This is an optimization exercise on Yosys and OpenROAD, whose aim is small area and a short achievable clock period, not a production implementation. Where RTL was checked, it was by simulation tests only, not by an equivalence proof against the original. No activity file was given, so power comes from the tool's default toggle rates.

## Execution
module Execution(
    input wire clk,
    input wire rst,
    input wire [6:0] opcode,
    input wire [4:0] dstin,
    input wire [31:0] src1,
    input wire [31:0] src2,
    input wire [9:0] offsetlo,
    output reg [31:0] result,
    output wire [6:0] memOp,
    output reg [9:0] MemAddr,
    input wire enable,
    output wire Nop21
    );
Size in the first run: about 1,300 cells after synthesis, about 140 I/O pins, about 13,000 sq um of cells after synthesis.
export LEC_CHECK = 0
export CAP_MARGIN = 20
export CORE_MARGIN = 2
export CORE_UTILIZATION = 40
export SETUP_SLACK_MARGIN = 4.0
export SLEW_MARGIN = 20
create_clock -name core_clock -period 9.0 [get_ports {clk}]
standard.sh (not shown) runs the stock make flow with config.mk's settings and CLKGATE_MAP_FILE= SYNTH_SCRIPT=/design/flow/synth_recipe.tcl, a recipe that flattens the netlist after the stock synthesis.
==> flow/flow/run.sh <==
#!/bin/bash
# The standard layout, with plain buffers (buf_1) on the ports instead of
# the delay cells buffer_ports picks by default. Timing repair resizes them.
set -euo pipefail
export BUFFER_PORTS_ARGS="-buffer_cell sky130_fd_sc_hd__buf_1"
bash standard.sh > standard_flow.log 2>&1
Rerun with:
- SETUP_SLACK_MARGIN: 4.0 -> 5.0
Worst setup slack gains 0.29 ns.
Count of clock-buffer cells in the layout does not change.
Register-to-register slack gains 0.25 ns.
Final area rose by a few percent.
Non-clock buffer count rose by 37.
Combinational power rose by roughly a tenth.
First-iteration DRC count fell by a few percent.
Synthesized cell count stays the same.
Rerun with:
- CTS_BUF_LIST: unset -> sky130_fd_sc_hd__clkbuf_4 sky130_fd_sc_hd__clkbuf_8
- SETUP_SLACK_MARGIN: 5.0 -> 4.5
Effect:
- final area goes down by 6.5%
- total power goes down by 9.5%
- area after synthesis is unchanged
- via count goes down by 3.1%
- die area is unchanged
- clock skew goes up by 0.0048 ns

========
== indigo ==
Execution, a different RTL version from the one above (not shown whole).
For scale: ~140 I/O pins.
Settings: LEC_CHECK=0, CAP_MARGIN=20, CORE_MARGIN=2, CORE_UTILIZATION=60, CTS_BUF_LIST=sky130_fd_sc_hd__clkbuf_4 sky130_fd_sc_hd__clkbuf_8, SETUP_SLACK_MARGIN=4.5, SLEW_MARGIN=20; clock period 9.0 ns.
Scripts as last shown in full above: flow/flow/run.sh
indigo completed every stage of the flow, and the final layout passed the timing, DRC and antenna checks.
Relative to indigo, the following input files were edited for violet:
Settings: a change of CORE_UTILIZATION from 60 to 40; an added TNS_END_PERCENT of 0.
==> comparison <==
There was hardly any difference in power share of the combinational group between indigo and violet. violet ends up with higher design area than indigo does. Summary: global-route wire length before repair, violet worse than indigo.
Setup changes, violet to xenon
Settings: TNS_END_PERCENT no longer set, was 0.
Findings:
- Per the final summary, xenon finished and its layout is clean on timing, DRC and antenna.
- Total power on xenon is ahead of violet.
- Diff xenon..violet | overall die width | unchanged
- Status: cell count parity (xenon, violet)

========
Execution, a different RTL version from the one above (not shown whole).
For scale: ~110 flip-flops, ~140 I/O pins, ~16000 um2 of cells after synthesis.
export LEC_CHECK = 0
export CAP_MARGIN = 20
export CORE_MARGIN = 2
export CORE_UTILIZATION = 40
export SETUP_SLACK_MARGIN = 4.5
export SLEW_MARGIN = 20
create_clock -name core_clock -period 9.0 [get_ports {clk}]
run.sh (not shown) runs the stock make flow with config.mk's settings and CLKGATE_MAP_FILE= SYNTH_SCRIPT=/design/flow/synth_recipe.tcl, a recipe that flattens the netlist after the stock synthesis.
Stock flow here: none of the scripts above is used.
Change:
SETUP_SLACK_MARGIN = unset   (was 4.5)
Result:
- The changed run produced a clean layout
- worst setup slack is worse by 1.4 ns
- cell area decreases by 12%
- power went down by 7.3%
- first-iteration DRC count fell by 1.2%
- die area is unchanged
- area after synthesis is unchanged
- core utilization goes down by 6.3 points
- final cell count went down by 4.7%
No functional check of the RTL was part of any run of this note.

========
Setup of job 945:
RTL: one of the versions met above, not the one the previous note started from.
Size: roughly 140 I/O pins, about 13000 um^2 of cells after synthesis.
clock: 9.0 ns
lec_check: 0
cap_margin: 20
core_margin: 2
core_utilization: 60
cts_buf_list: sky130_fd_sc_hd__clkbuf_4 sky130_fd_sc_hd__clkbuf_8
setup_slack_margin: 4.8
slew_margin: 20
standard.sh (not shown) runs the stock make flow with config.mk's settings and CLKGATE_MAP_FILE= SYNTH_SCRIPT=/design/flow/synth_recipe.tcl, a recipe that flattens the netlist after the stock synthesis.
==> flow/flow/run.sh <==
#!/bin/bash
# The standard layout with two changes:
#  - plain buffers (buf_1) on the ports instead of the delay cells that
#    buffer_ports picks by default (timing repair resizes them);
#  - after the standard synthesis, the gates driving Nop21 are rewritten as a
#    two-level gate by nop21.py (same function; registers untouched).
set -euo pipefail
export BUFFER_PORTS_ARGS="-buffer_cell sky130_fd_sc_hd__buf_1"
R="$PWD/orfs/results/${FLOW_PLATFORM}/Execution/base"
bash standard.sh synth > standard_synth.log 2>&1
python3 flow/nop21.py "$R/1_2_yosys.v" > nop21.log 2>&1
rm -f "$R/1_synth.odb" "$R/1_synth.sdc"
bash standard.sh > standard_flow.log 2>&1
Other scripts of this flow, unchanged in this note and not shown: flow/flow/nop21.py
What job 9531 does differently from job 945 at the input level:
--- a/flow/config.mk
+++ b/flow/config.mk
@@ -10,4 +10,6 @@
 export CORE_UTILIZATION = 60
 export CTS_BUF_LIST = sky130_fd_sc_hd__clkbuf_4 sky130_fd_sc_hd__clkbuf_8
-export SETUP_SLACK_MARGIN = 4.8
+export CTS_CLUSTER_DIAMETER = 100
+export CTS_CLUSTER_SIZE = 30
+export SETUP_SLACK_MARGIN = 4.5
 export SLEW_MARGIN = 20
Notes after the runs:
- Changes observed in job 9531 relative to job 945: design area decreased by 3.2% relative to the old numbers, total power dropped 5.4%, clock skew flat, count of clock-buffer cells in the layout shows a reduction of 1, first-pass GRT wire length stayed essentially flat.
Input changes introduced in job 7037 (baseline for comparison: job 9531):
--- a/flow/config.mk
+++ b/flow/config.mk
@@ -10,6 +10,4 @@
 export CORE_UTILIZATION = 60
 export CTS_BUF_LIST = sky130_fd_sc_hd__clkbuf_4 sky130_fd_sc_hd__clkbuf_8
-export CTS_CLUSTER_DIAMETER = 100
-export CTS_CLUSTER_SIZE = 30
 export SETUP_SLACK_MARGIN = 4.5
 export SLEW_MARGIN = 20
==> comparison <==
- Comparing job 7037 against job 9531, there is no change at all in top-level port count.
- ~same post-cts gate resize count in job 7037 and job 9531
- Reported for job 7037 and job 9531, count of plain and timing-repair buffers in the layout turned out identical to the last digit.
- Number of filler instances in the final layout of job 9531 is on par with job 7037.
- Re clock skew: no difference whatsoever between job 9531 and job 7037.
- For total via count after detailed routing, job 9531 and job 7037 come out practically identical.
- Diff job 7037..job 9531 | design area | unchanged
- As far as total detailed-routing wirelength goes, job 9531 and job 7037 are indistinguishable; the numbers are identical.
Input changes introduced in job 7677 (baseline for comparison: job 7037):
--- a/flow/config.mk
+++ b/flow/config.mk
@@ -10,4 +10,4 @@
 export CORE_UTILIZATION = 60
 export CTS_BUF_LIST = sky130_fd_sc_hd__clkbuf_4 sky130_fd_sc_hd__clkbuf_8
-export SETUP_SLACK_MARGIN = 4.5
+export SETUP_SLACK_MARGIN = 4.6
 export SLEW_MARGIN = 20
Notes after the runs:
- On slack of the critical path, job 7677 does better than job 7037.
- Job 7677 ended up with a higher count of clock-net buffers in the final layout than job 7037 did.
- Summary of job 7677 over job 7037: utilization rose by 0.61 points, global-route usage stayed essentially flat.
- Job 7677 vs job 7037 — fraction of power consumed by sequential logic dropped 0.8 points.
- Looking at post-cts resize count across job 7037 and job 7677, the one that comes out higher is job 7677.
- Job 7037 has a lower total net switching power than job 7677.
- Going from job 7037 to job 7677, final clock period utilization by the worst path shrinks by 0.54 points.
- Routed wire length came out higher on job 7677 than on job 7037.
- In job 7677 relative to job 7037, final area had gone up slightly.
- When job 7677 is measured against job 7037, its maximum clock rate turns out about 1.1% higher.

## afterwards: timing with drivers on the ports
Ports are ideal in the flow. The routed layouts listed here were re-timed in OpenROAD. Step 1: set_driving_cell puts a clkbuf_16 on clk and a buf_2 on each other input, an assumption about the parent block. Step 2 times the ports against the registers' clock, not the clock port: input delays grow and output delays shrink by t, the midpoint of the rising clock arrivals with the driver on. Three values: ideal, step 1, step 2; two values: the first two.
run	shift t [ns]	setup slack, ns	worst setup path after step 2	clock arrival spread, ns	pins driven straight from the clock port
the first run of note 1	0.479	4.229 / 4.208 / 3.877	input to register	0.014 / 0.014	1
the second run of note 1	0.481	4.522 / 4.478 / 4.163	input to register	0.012 / 0.013	1
the third run of note 1	0.510	4.503 / 4.464 / 4.148	input to register	0.017 / 0.017	1
indigo	0.503	4.543 / 4.505 / 4.194	input to register	0.020 / 0.020	1
violet	0.514	4.513 / 4.479 / 4.159	input to register	0.018 / 0.018	1
xenon	0.526	4.447 / 4.426 / 4.174	input to register	0.013 / 0.014	1
the first run of note 3	0.482	3.387 / 3.387 / 3.387	register to register	0.012 / 0.011	1
the second run of note 3	0.479	1.953 / 1.953 / 1.953	register to register	0.007 / 0.007	1
job 945	0.490	4.757 / 4.718 / 4.421	input to register	0.015 / 0.015	1
job 9531	0.499	4.616 / 4.595 / 4.274	input to register	0.013 / 0.013	1
job 7037	0.499	4.616 / 4.595 / 4.274	input to register	0.013 / 0.013	1
job 7677	0.502	4.665 / 4.643 / 4.294	input to register	0.019 / 0.018	1
After both steps every run listed still meets setup and hold. The setup slack of job 7677, which loses most, moves by -0.022 ns with the drivers and by -0.371 ns with both steps.
